Source: an optimization exercise on an open RTL-to-GDS flow (aim: small area). Production flows keep margins and buffers that such runs may drop. In this exercise RTL edits were held to simulation tests only and were not proved equivalent to the original.

[flow/design.v]
`timescale 1ns / 1ps
module data(
input clr,input clk,
input [3:0]in_data,
input up,input down,input left,input right,
output reg death,output wire [3:0]out_data
    );
assign out_data = lab[in_data];
reg [3:0]state;
parameter stop=4'b0000,
			 change1=4'b0001,change2=4'b0010,change3=4'b0100,change4=4'b1000,
			 nec1=4'b1110,nec2=4'b1101,nec3=4'b1011,nec4=4'b0111,
			 trap=4'b1111,birthset=4'b0101,birth=4'b1010;
always @(posedge clk or posedge clr) begin
	if (clr) state <= stop;
	else begin
		case (state)
		stop: if (up || down || left || right) state <= change1;
				else state <= stop;
		change1: state <= change2;
		change2: state <= change3;
		change3: state <= change4;
		change4: state <= nec1;
		nec1: state <= nec2;
		nec2: state <= nec3;
		nec3: state <= nec4;
		nec4: state <= birthset;
		birthset: state <= birth;
		birth: state <= trap;
		trap: if (up || down || left || right) state <= trap;
				else state <= stop;
		endcase
	end
end
reg [3:0]lab[0:15];
reg [3:0]num1; reg [3:0]num2; reg [3:0]num3; reg [3:0]num4;
always @(posedge clk or posedge clr) begin
	if (clr) begin
		lab[0] = 4'd1; lab[1] = 4'd1; lab[2] = 4'd1; lab[3] = 4'd1;
		lab[4] = 4'd1; lab[5] = 4'd1; lab[6] = 4'd1; lab[7] = 4'd1;
		lab[8] = 4'd1; lab[9] = 4'd1; lab[10] = 4'd1; lab[11] = 4'd1;
		lab[12] = 4'd1; lab[13] = 4'd1; lab[14] = 4'd1; lab[15] = 4'd1;
		death = 1'b0;
	end
	else if ((state == change1) || (state == change2) || (state == change3) || (state == change4))
	begin
	if (((num2 == num1 + 4'd4) && (num3 == num2 + 4'd4) && (num4 == num3 + 4'd4))
	|| ((num2 == num1 - 4'd4) && (num3 == num2 - 4'd4) && (num4 == num3 - 4'd4))
	|| ((num2 == num1 + 4'd1) && (num3 == num2 + 4'd1) && (num4 == num3 + 4'd1))
	|| ((num2 == num1 - 4'd1) && (num3 == num2 - 4'd1) && (num4 == num3 - 4'd1)))
		begin
			if ((lab[num1] == lab[num2]) || (lab[num3] == lab[num4])) begin
				if ((lab[num1] == lab[num2]) && (lab[num1] != 4'd1)) begin lab[num1] = lab[num1] + 4'd1; lab[num2] = 4'd1; end
				if ((lab[num3] == lab[num4]) && (lab[num3] != 4'd1)) begin lab[num3] = lab[num3] + 4'd1; lab[num4] = 4'd1; end
			end
			else if ((lab[num2] == lab[num3]) && (lab[num2] != 4'd1)) begin lab[num2] = lab[num2] + 4'd1; lab[num3] = 4'd1; end
			else if ((lab[num1] == lab[num3]) && (lab[num1] != 4'd1) && (lab[num2] == 4'd1)) begin lab[num1] = lab[num1] + 4'd1; lab[num3] = 4'd1; end
			else if ((lab[num2] == lab[num4]) && (lab[num2] != 4'd1) && (lab[num3] == 4'd1)) begin lab[num2] = lab[num2] + 4'd1; lab[num4] = 4'd1; end
			else if ((lab[num1] == lab[num4]) && (lab[num1] != 4'd1) && (lab[num2] == 4'd1) && (lab[num3] == 4'd1)) begin lab[num1] = lab[num1] + 4'd1; lab[num4] = 4'd1; end
		end
	end
	else if ((state == nec1) || (state == nec2) || (state == nec3) || (state == nec4))
	begin
	if (((num2 == num1 + 4'd4) && (num3 == num2 + 4'd4) && (num4 == num3 + 4'd4))
	|| ((num2 == num1 - 4'd4) && (num3 == num2 - 4'd4) && (num4 == num3 - 4'd4))
	|| ((num2 == num1 + 4'd1) && (num3 == num2 + 4'd1) && (num4 == num3 + 4'd1))
	|| ((num2 == num1 - 4'd1) && (num3 == num2 - 4'd1) && (num4 == num3 - 4'd1)))
		begin
			if (lab[num1] != 1) lab[num1] = lab[num1];
			else if (lab[num2] != 4'd1) begin lab[num1] = lab[num2]; lab[num2] = 4'd1; end
			else if (lab[num3] != 4'd1) begin lab[num1] = lab[num3]; lab[num3] = 4'd1; end
			else begin lab[num1] = lab[num4]; lab[num4] = 4'd1; end
			if (lab[num2] != 4'd1) lab[num2] = lab[num2];
			else if (lab[num3] != 4'd1) begin lab[num2] = lab[num3]; lab[num3] = 4'd1; end
			else begin lab[num2] = lab[num4]; lab[num4] = 4'd1; end
			if (lab[num3] != 4'd1) lab[num3] = lab[num3];
			else begin lab[num3] = lab[num4]; lab[num4] = 4'd1; end
		end
	end
	else if (state == birth)
	begin
	if (((num2 == num1 + 4'd4) && (num3 == num2 + 4'd4) && (num4 == num3 + 4'd4))
	|| ((num2 == num1 + 4'd1) && (num3 == num2 + 4'd1) && (num4 == num3 + 4'd1)))
		begin
			if (lab[num1] == 1) lab[num1] = lab[num1] + 4'd1;
			else if (lab[num2] == 1) lab[num2] = lab[num2] + 4'd1;
			else if (lab[num3] == 1) lab[num3] = lab[num3] + 4'd1;
			else if (lab[num4] == 1) lab[num4] = lab[num4] + 4'd1;
			else death = 1;
		end
	end
end
reg [3:0]num1_q; reg [3:0]num2_q; reg [3:0]num3_q; reg [3:0]num4_q;
always @(posedge clk or posedge clr) begin
	if (clr) begin
		num1_q <= 0; num2_q <= 0; num3_q <= 0; num4_q <= 0;
	end
	else begin
		num1_q <= num1; num2_q <= num2; num3_q <= num3; num4_q <= num4;
	end
end
always @(*) begin
		num1 <= num1_q; num2 <= num2_q; num3 <= num3_q; num4 <= num4_q;
		case (state)
		stop: begin num1 <= 0; num2 <= 0; num3 <= 0; num4 <= 0; end
		change1: begin
			if (up) begin num1 <= 0; num2 <= 4; num3 <= 8; num4 <= 12; end
			else if (down) begin num1 <= 12; num2 <= 8; num3 <= 4; num4 <= 0; end
			else if (left) begin num1 <= 0; num2 <= 1; num3 <= 2; num4 <= 3; end
			else if (right) begin num1 <= 3; num2 <= 2; num3 <= 1; num4 <= 0; end
		end
		change2: begin
			if (up) begin num1 <= 1; num2 <= 5; num3 <= 9; num4 <= 13; end
			else if (down) begin num1 <= 13; num2 <= 9; num3 <= 5; num4 <= 1; end
			else if (left) begin num1 <= 4; num2 <= 5; num3 <= 6; num4 <= 7; end
			else if (right) begin num1 <= 7; num2 <= 6; num3 <= 5; num4 <= 4; end
		end
		change3: begin
			if (up) begin num1 <= 2; num2 <= 6; num3 <= 10; num4 <= 14; end
			else if (down) begin num1 <= 14; num2 <= 10; num3 <= 6; num4 <= 2; end
			else if (left) begin num1 <= 8; num2 <= 9; num3 <= 10; num4 <= 11; end
			else if (right) begin num1 <= 11; num2 <= 10; num3 <= 9; num4 <= 8; end
		end
		change4: begin
			if (up) begin num1 <= 3; num2 <= 7; num3 <= 11; num4 <= 15; end
			else if (down) begin num1 <= 15; num2 <= 11; num3 <= 7; num4 <= 3; end
			else if (left) begin num1 <= 12; num2 <= 13; num3 <= 14; num4 <= 15; end
			else if (right) begin num1 <= 15; num2 <= 14; num3 <= 13; num4 <= 12; end
		end
		nec1: begin
			if (up) begin num1 <= 0; num2 <= 4; num3 <= 8; num4 <= 12; end
			else if (down) begin num1 <= 12; num2 <= 8; num3 <= 4; num4 <= 0; end
			else if (left) begin num1 <= 0; num2 <= 1; num3 <= 2; num4 <= 3; end
			else if (right) begin num1 <= 3; num2 <= 2; num3 <= 1; num4 <= 0; end
		end
		nec2: begin
			if (up) begin num1 <= 1; num2 <= 5; num3 <= 9; num4 <= 13; end
			else if (down) begin num1 <= 13; num2 <= 9; num3 <= 5; num4 <= 1; end
			else if (left) begin num1 <= 4; num2 <= 5; num3 <= 6; num4 <= 7; end
			else if (right) begin num1 <= 7; num2 <= 6; num3 <= 5; num4 <= 4; end
		end
		nec3: begin
			if (up) begin num1 <= 2; num2 <= 6; num3 <= 10; num4 <= 14; end
			else if (down) begin num1 <= 14; num2 <= 10; num3 <= 6; num4 <= 2; end
			else if (left) begin num1 <= 8; num2 <= 9; num3 <= 10; num4 <= 11; end
			else if (right) begin num1 <= 11; num2 <= 10; num3 <= 9; num4 <= 8; end
		end
		nec4: begin
			if (up) begin num1 <= 3; num2 <= 7; num3 <= 11; num4 <= 15; end
			else if (down) begin num1 <= 15; num2 <= 11; num3 <= 7; num4 <= 3; end
			else if (left) begin num1 <= 12; num2 <= 13; num3 <= 14; num4 <= 15; end
			else if (right) begin num1 <= 15; num2 <= 14; num3 <= 13; num4 <= 12; end
		end
		birthset: begin
			if (up) begin num1 <= 12; num2 <= 13; num3 <= 14; num4 <= 15; end
			else if (down) begin num1 <= 0; num2 <= 1; num3 <= 2; num4 <= 3; end
			else if (left) begin num1 <= 3; num2 <= 7; num3 <= 11; num4 <= 15; end
			else if (right) begin num1 <= 0; num2 <= 4; num3 <= 8; num4 <= 12; end
		end
		default: begin
			num1 <= num1_q; num2 <= num2_q; num3 <= num3_q; num4 <= num4_q;
		end
		endcase
end
endmodule
[flow/run.sh]
#!/bin/bash
# synth_recipe.tcl (not shown) runs the flow's synth.tcl, then flattens the netlist and writes it again
# the make line also repeats each setting of config.mk as NAME=value (left out here)
make -C /OpenROAD-flow-scripts/flow DESIGN_CONFIG=/design/flow/config.mk WORK_HOME=/design/flow/orfs CLKGATE_MAP_FILE= SYNTH_SCRIPT=/design/flow/synth_recipe.tcl finish
[flow/config.mk]
export PLATFORM = sky130hd
export DESIGN_NAME = data
export DESIGN_NICKNAME = data
export VERILOG_FILES = /design/flow/design.v
export SDC_FILE = /design/flow/constraint.sdc
export NUM_CORES = 8
export LEC_CHECK = 0
export CAP_MARGIN = 20
export CORE_MARGIN = 2
export CORE_UTILIZATION = 18
export PLACE_DENSITY = 0.4
export SLEW_MARGIN = 20
[flow/constraint.sdc]
create_clock -name core_clock -period 20.0 [get_ports {clk}]
set_input_delay 4.0000 -clock core_clock [delete_from_list [all_inputs] [get_ports {clk}]]
set_output_delay 4.0000 -clock core_clock [all_outputs]
set_load 0.01 [all_outputs]
==> results.txt, run 1 <==
status finished clean; HPWL after DPL 260100 um; PostCTS Resize Cnt 0; DRT Pass-1 Iters 9; CTS tree done; initial antenna violation count 69; top cells by area, synth o21ai_0 (6.8%), a21oi_1 (6.1%), nand2_1 (5.9%); CP max stage delay 0.99 ns; DRC errors left 0; R2R Path Start state[3]; CP max FO 35; CTS max path bufs 2; largest net degree at the start of global routing 88; Post-synth EDFFs 0; Avg WL per Cell 51.16 um; Setup Buffers After CTS 0; die area 174400 um^2; count of different cell masters after synthesis 130; Post-Syn Nets 4938; Seq/Total Area, Yosys 0.06971; FP Rows 151; antenna-violating nets left 0; Max-cap violations 0; hold_buf cts 0; main flop type after synthesis dfrtp_1; Worst Reg2Reg Path Length in Cells 38; crit end category register; Syn Std Cell Area 30800 um^2; CTS Sinks 85; vias in the first global route 45750; Via density 7.523; Mapped Avg Cell Area 6.293 um^2; GR Overflow Total 0; leading area contributor after synthesis o21ai_0; Yosys reg bits 85; layout cell share with drive strength beyond 1 0.1412; die width 417.7 um; routed vias 52890; Hold Path Class reg2reg; min Tclk post-route 18.50 ns; global-route wire length before repair 461700 um; Core Box Area 169700 um^2; R2R Path End lab[14][3]; Buffers on Ports 14; commonest non-fill, non-tap cell in the layout nand2_1; Skew-Pair Late Insertion Delay 0.42 ns; setup TNS 0 ns; gpl congestion 1.161; initial core utilization 0.1815; most frequent cells in the layout nand2_1 (484), nor2_1 (419), o21ai_0 (414); FFs w/ async S/R, synth 1.000; worst-margin pin slew 1.395 ns; gr usage total 0.3919; Slew HR 0.06363; Root Driver clkbuf_16; Setup crit start kind input pin; Post-Route WL 359700 um; H-tree level count 3; Max Clk Rate 54.07 MHz; Final Hold Fails 0; Critical Path RT 20.34 ns; Slew Limit Fails 0; critical path's slowest cell clkdlybuf4s50_1; DR iter-0 viols 10950; Crit path top cell by count nand3_1; Crit path arrival time 18.84 ns; share of Yosys cell area claimed by the top area cell type 0.06760; Layout Utilization 0.2084; CTS buffer count 9; cell count after synthesis 4894; Hold Path Origin lab[12][3]; Setup-failing EPs final 0; final period utilization 0.9248; Setup Crit Path Kind in2reg; hold path depth 1; clk slew on worst S/H paths 0.08 ns; I/O pin total 15; clk_skew 0.01794 ns; Die H 417.7 um; R2R setup slack 4.64 ns; Nets 4777; fill count 19390; RSZ-0062 raised after global routing false; Worst Hold End lab[12][3]; P&R area growth vs syn 14.77%; yosys warns 2
## per-layer routing
metal / track usage / up-vias / wire length [um]
met5: 0.02667 / - / 488
met4: 0.3512 / 50 / 41120
met3: 0.2240 / 2093 / 59640
met2: 0.5071 / 6114 / 131000
met1: 0.4464 / 25650 / 127400
li1: - / 18980 / -
## worst max path at each step
stage	from	endpoint	slack (ns)	cells after the start
final	up	lab[14][3]	1.50	42
after global routing	up	lab[14][3]	1.30	42
after CTS	up	lab[14][3]	2.42	42
after detailed placement	up	lab[14][3]	2.03	42
after global placement	up	lab[14][3]	2.00	41
after floorplan	right	lab[11][0]	6.82	45
## worst max-delay path: cells and delay by family
family / cells / cell delay [ns]
adder cells (fa/ha/maj): 2 / 1.06
multiplexers: 1 / 0.84
AND/OR/NAND/NOR: 16 / 5.03
buffers and inverters: 7 / 2.87
AO/OA/AOI/OAI: 16 / 4.93
## flip-flops by register name (all words and copies together) (netlist names)
signal  cells
num2_q      4
lab        64
num1_q      4
num4_q      4
death       1
state       4
num3_q      4
## metrics by stage
stage                     setup slack (ns)  hold WS (ns)  instance area (um^2)  std cells
final                                1.505        0.5007                 35350       7031
after global routing                 1.299        0.5101                 35170       6960
after CTS                            2.418        0.4935                 35100       6951
after detailed placement             2.028        0.4758                 34800       6935
after global placement               2.004        0.4638                 34770       6934
after floorplan                      6.815        0.4605                 30800       4894
## kinds of logic (layout without fill, tap and decap cells)
group                      after synthesis  count (layout)  share of synthesized area
xor gates and xnor gates                59              59                    0.01727
adders and majority gates               34              34                    0.01381
other                                    0              75                          0
buffers and inverters                  672             516                    0.09124
muxes                                   59              59                    0.01986
DFF                                     85              85                    0.06971
and+or+nand+nor                       1714            1714                     0.2669
AOI/OAI and AO/OA                     2271            2271                     0.5212
## cell type report
class / instances / area (um^2) / area share
multi-input cells: 4137 / 26380 / 0.7463
repair buffers: 422 / 3262 / 0.09228
well taps: 2218 / 2775 / 0.07851
flip-flops and latches: 85 / 2147 / 0.06074
inverters: 78 / 295.3 / 0.008353
clock buffers: 9 / 225.2 / 0.006371
diodes: 75 / 187.7 / 0.005309
clock inverters: 7 / 75.07 / 0.002124
## cell usage after synthesis, types with 24 or more instances
cell / number
nor3_1: 162
o21ai_1: 29
inv_1: 71
o2111ai_1: 42
o211ai_1: 140
o31ai_1: 56
a211oi_1: 105
nor2_1: 431
buf_1: 37
a21oi_1: 378
and2_1: 61
clkbuf_1: 439
a21o_1: 37
and3_1: 42
nand2b_1: 24
o221ai_1: 39
nand2_1: 487
nand3_1: 195
nand4_1: 83
a31oi_1: 123
nor4_1: 52
a211o_1: 24
dfrtp_1: 69
nor2b_1: 26
a311oi_1: 29
a221oi_1: 95
o22ai_1: 119
o311ai_0: 34
a22oi_1: 101
mux2i_1: 44
a22o_1: 136
o21ai_0: 416
or3_1: 43
a2111oi_0: 35
ha_1: 34
buf_2: 83
xnor2_1: 50
==> run 2: changes to the inputs <==
==> flow/design.v (replaced) <==
module data(
input clr,input clk,
input [3:0]in_data,
input up,input down,input left,input right,
output reg death,output wire [3:0]out_data
    );
reg [3:0] state;
localparam STOP = 4'b1011, BIRTHSET = 4'b1000, BIRTH = 4'b1001, TRAP = 4'b1010;
wire any = up | down | left | right;
always @(posedge clk or posedge clr) begin
	if (clr) state <= STOP;
	else if (state == STOP) begin
		if (any) state <= 4'b0000;
	end
	else if (state == TRAP) begin
		if (!any) state <= STOP;
	end
	else state <= state + 4'd1;
end
reg       v_q, col_q, rev_q;
reg [1:0] idx_q;
reg       v, col, rev;
reg [1:0] idx;
wire d_col = up | down;
wire d_rev = up ? 1'b0 : down ? 1'b1 : left ? 1'b0 : 1'b1;
always @(*) begin
	v = v_q; col = col_q; rev = rev_q; idx = idx_q;
	if (state == STOP) v = 1'b0;
	else if (!state[3]) begin
		if (any) begin v = 1'b1; col = d_col; rev = d_rev; idx = state[1:0]; end
	end
	else if (state == BIRTHSET) begin
		if (any) begin
			v = 1'b1; rev = 1'b0;
			col = ~up & ~down;
			idx = {2{up | (~down & left)}};
		end
	end
end
always @(posedge clk) begin
	v_q <= v; col_q <= col; rev_q <= rev; idx_q <= idx;
end
reg [3:0] lab [0:15];
assign out_data = lab[in_data];
reg [3:0] x0, x1, x2, x3;
always @(*) begin
	if (col) begin
		x0 = lab[{2'd0, idx}]; x1 = lab[{2'd1, idx}]; x2 = lab[{2'd2, idx}]; x3 = lab[{2'd3, idx}];
	end else begin
		x0 = lab[{idx, 2'd0}]; x1 = lab[{idx, 2'd1}]; x2 = lab[{idx, 2'd2}]; x3 = lab[{idx, 2'd3}];
	end
end
wire [3:0] a = rev ? x3 : x0;
wire [3:0] b = rev ? x2 : x1;
wire [3:0] c = rev ? x1 : x2;
wire [3:0] d = rev ? x0 : x3;
reg [3:0] ma, mb, mc, md;	 
always @(*) begin
	ma = a; mb = b; mc = c; md = d;
	if ((a == b) || (c == d)) begin
		if ((a == b) && (a != 4'd1)) begin ma = a + 4'd1; mb = 4'd1; end
		if ((c == d) && (c != 4'd1)) begin mc = c + 4'd1; md = 4'd1; end
	end
	else if ((b == c) && (b != 4'd1)) begin mb = b + 4'd1; mc = 4'd1; end
	else if ((a == c) && (a != 4'd1) && (b == 4'd1)) begin ma = a + 4'd1; mc = 4'd1; end
	else if ((b == d) && (b != 4'd1) && (c == 4'd1)) begin mb = b + 4'd1; md = 4'd1; end
	else if ((a == d) && (a != 4'd1) && (b == 4'd1) && (c == 4'd1)) begin ma = a + 4'd1; md = 4'd1; end
end
reg [3:0] sa, sb, sc, sd;	 
always @(*) begin
	sa = a; sb = b; sc = c; sd = d;
	if (sa != 4'd1) ;
	else if (sb != 4'd1) begin sa = sb; sb = 4'd1; end
	else if (sc != 4'd1) begin sa = sc; sc = 4'd1; end
	else begin sa = sd; sd = 4'd1; end
	if (sb != 4'd1) ;
	else if (sc != 4'd1) begin sb = sc; sc = 4'd1; end
	else begin sb = sd; sd = 4'd1; end
	if (sc != 4'd1) ;
	else begin sc = sd; sd = 4'd1; end
end
reg [3:0] ba, bb, bc, bd;	 
reg full;
always @(*) begin
	ba = a; bb = b; bc = c; bd = d; full = 1'b0;
	if (a == 4'd1) ba = 4'd2;
	else if (b == 4'd1) bb = 4'd2;
	else if (c == 4'd1) bc = 4'd2;
	else if (d == 4'd1) bd = 4'd2;
	else full = 1'b1;
end
wire do_merge = v & (state[3:2] == 2'b00);
wire do_slide = v & (state[3:2] == 2'b01);
wire do_birth = v & ~rev & (state == BIRTH);
wire act = do_merge | do_slide | do_birth;
reg [3:0] ya, yb, yc, yd;
always @(*) begin
	if (do_merge) begin ya = ma; yb = mb; yc = mc; yd = md; end
	else if (do_slide) begin ya = sa; yb = sb; yc = sc; yd = sd; end
	else begin ya = ba; yb = bb; yc = bc; yd = bd; end
end
wire [3:0] y0 = rev ? yd : ya;
wire [3:0] y1 = rev ? yc : yb;
wire [3:0] y2 = rev ? yb : yc;
wire [3:0] y3 = rev ? ya : yd;
wire [3:0] yp [0:3];
assign yp[0] = y0; assign yp[1] = y1; assign yp[2] = y2; assign yp[3] = y3;
integer i;
always @(posedge clk or posedge clr) begin
	if (clr) begin
		for (i = 0; i < 16; i = i + 1) lab[i] <= 4'd1;
		death <= 1'b0;
	end
	else begin
		for (i = 0; i < 16; i = i + 1) begin
			if (act & ~col & (idx == i[3:2])) lab[i] <= yp[i[1:0]];
			else if (act & col & (idx == i[1:0])) lab[i] <= yp[i[3:2]];
		end
		if (do_birth & full) death <= 1'b1;
	end
end
endmodule
--- a/flow/config.mk
+++ b/flow/config.mk
@@ -7,2 +7,3 @@
 export LEC_CHECK = 0
+export ABC_AREA = 1
 export CAP_MARGIN = 20
==> results.txt, run 2 <==
status finished clean; Slew Limit Fails 0; Post-synth top cells nand2_1 (437), nand3_1 (273), nor2_1 (69); top cells by area, synth nand2_1 (21%), nand3_1 (18%), dfrtp_1 (16%); antenna-violating nets left 0; leading area contributor after synthesis nand2_1; P&R area growth vs syn 12.09%; DR iter-0 viols 927; complex-gate fraction of the synthesized area 0.06108; routed vias 8817; CP max FO 5; Post-Syn Nets 1248; Layout Utilization 0.2047; PostCTS Resize Cnt 0; setup TNS 0 ns; Core Box Area 41950 um^2; clk_skew 0.01474 ns; CTS Sinks 74; gpl congestion 0.8989; commonest non-fill, non-tap cell in the layout nand2_1; Max-cap violations 0; gr usage total 0.1654; main flop type after synthesis dfrtp_1; initial core utilization 0.1826; Setup Crit Path Kind in2out; FP Rows 75; Worst setup startpoint in_data[2]; Synth Area in Adders 0.01633; Final Hold Fails 0; Slew HR 0.2467; Setup-failing EPs final 0; Crit path arrival time 6.08 ns; CTS max path bufs 2; initial antenna violation count 0; Post-Synth XOR/XNOR Area 0.01127; worst-margin pin slew 1.129 ns; HPWL after DPL 27320 um; global-route wire length before repair 54970 um; most frequent cells in the layout nand2_1 (437), nand3_1 (273), nor2_1 (66); Avg WL per Cell 20.72 um; Post-Route WL 36550 um; DRT Pass-1 Iters 5; R2R Path End lab[4][2]; CTS tree done; FFs w/ async S/R, synth 0.9324; Seq/Total Area, Yosys 0.2415; H-tree level count 3; R2R setup slack 14.27 ns; vias in the first global route 8339; Hold WS 0.4760 ns; DRC errors left 0; Skew-Pair Late Insertion Delay 0.36 ns; largest net degree at the start of global routing 70; final period utilization 0.5039; diodes inserted 0; clk slew on worst S/H paths 0.07 ns; min Tclk post-route 10.08 ns; mux contribution to synthesized area 0.001307; Setup crit start kind input pin; Worst Slack Setup Final 9.922 ns; Setup crit end out_data[1]; count of different cell masters after synthesis 48; die area 44230 um^2; max reg flops 64; RSZ-0062 raised after global routing false; Buffers on Ports 14; Via density 4.998; R2R Path Start state[0]; GR Overflow Total 0; CTS buffer count 9; die width 210.3 um; layout cell share with drive strength beyond 1 0.1396; Hold Path Class reg2reg; yosys warns 2; Syn Std Cell Area 7661 um^2; Worst Reg2Reg Path Length in Cells 29; Setup Buffers After CTS 0; Max Clk Rate 99.23 MHz; Nets 1240; Mapped Avg Cell Area 6.239 um^2; crit end category output port; Root Driver clkbuf_16; dpl ws 9.911 ns; hold_buf cts 0; Die H 210.3 um; Critical Path RT 16.00 ns; count leader, synth nand2_1; Yosys reg bits 74; Largest regs lab: 64 flops, state: 4 flops, idx_q: 2 flops; fill count 4757; cell count after synthesis 1228; Simple-Gate Fraction of Synth Area 0.5902; I/O pin total 15; Post-synth EDFFs 0; share of Yosys cell area claimed by the top area cell type 0.2141; main combinational cell family by area after synthesis simple AND/OR/NAND/NOR gates
-- run 2: cell count changes after synthesis, sizes merged, moves of 118 or more --
cell	before	now
a22o	136	0
clkbuf	439	5
nor3	167	5
a21oi	384	17
o22ai	119	1
o21ai	448	33
nor2	435	85
o211ai	141	5
-- run 2: how the worst min path moves through the flow --
stage                     depth (start not counted)  slack [ns]    end  start
after CTS                                         1        0.49  death  death
after detailed placement                          1        0.47  death  death
after global placement                            1        0.48  death  death
after global routing                              1        0.49  death  death
final                                             1        0.48  death  death
after floorplan                                   2        0.45    v_q    v_q
-- run 2: final cells by class --
type                       count  area [um^2]  share of cell area
inverter                      77        297.8             0.03468
multi-input combinational   1033         5219              0.6078
timing repair buffer          25        242.7             0.02827
tap                          539        674.4             0.07854
sequential                    74         1851              0.2155
clock inverter                 6        63.81            0.007431
clock buffer                  10        239.0             0.02783
-- run 2: layer usage --
metal	vias to the layer above	wire (um)	GRT usage
met1	4293	16480	0.2250
met2	327	16560	0.2623
met4	0	1211	0.06187
met5	-	0	0
li1	4129	-	-
met3	68	2296	0.02756
-- run 2: kinds of logic after synthesis --
logic type	count (synthesis)
AOI/OAI and AO/OA	73
and+or+nand+nor	940
buffers and inverters	121
muxes	1
DFF	74
adders and majority gates	10
xor gates and xnor gates	9
-- run 2: worst max-delay path, stage by stage --
cell and delay [ns]:
clkdlybuf4s50_1 0.46, nor2_1 0.11, inv_1 0.08, nor2_1 0.32, inv_1 0.14, nand4_1 0.12
a2111oi_0 0.06, a32oi_1 0.22, clkdlybuf4s50_1 0.56
-- run 2: stage by stage --
step	area (um^2)	instances
2_1_floorplan	7661	1228
3_3_place_gp	8257	1747
3_5_place_dp	8257	1747
4_1_cts	8559	1763
5_1_grt	8587	1764
6_report	8587	1764

[static timing again, ports no longer ideal]
The results above use ideal ports. As a check the final layouts listed here were re-extracted and re-timed, cells and wires unchanged.
Step 1 assumes that a clkbuf_16 drives the clock port and a buf_2 every other input.
Step 2, shift: input delay + t, output delay - t, t = (earliest + latest rising clock arrival at the registers) / 2. This alone moves slack from input paths to output paths.
a / b / c = ideal ports / drivers / drivers and shift; a / b = the first two.
run | t, ns | setup WS [ns] | clock arrival spread, ns
run 1 | 0.483 | 1.505 / 1.555 / 1.072 | 0.018 / 0.018
run 2 | 0.399 | 9.922 / 9.902 / 9.902 | 0.015 / 0.015
After both steps every run listed still meets setup and hold. For run 1, which loses most, drivers alone change the setup slack by +0.050 ns; drivers and shift together by -0.433 ns.
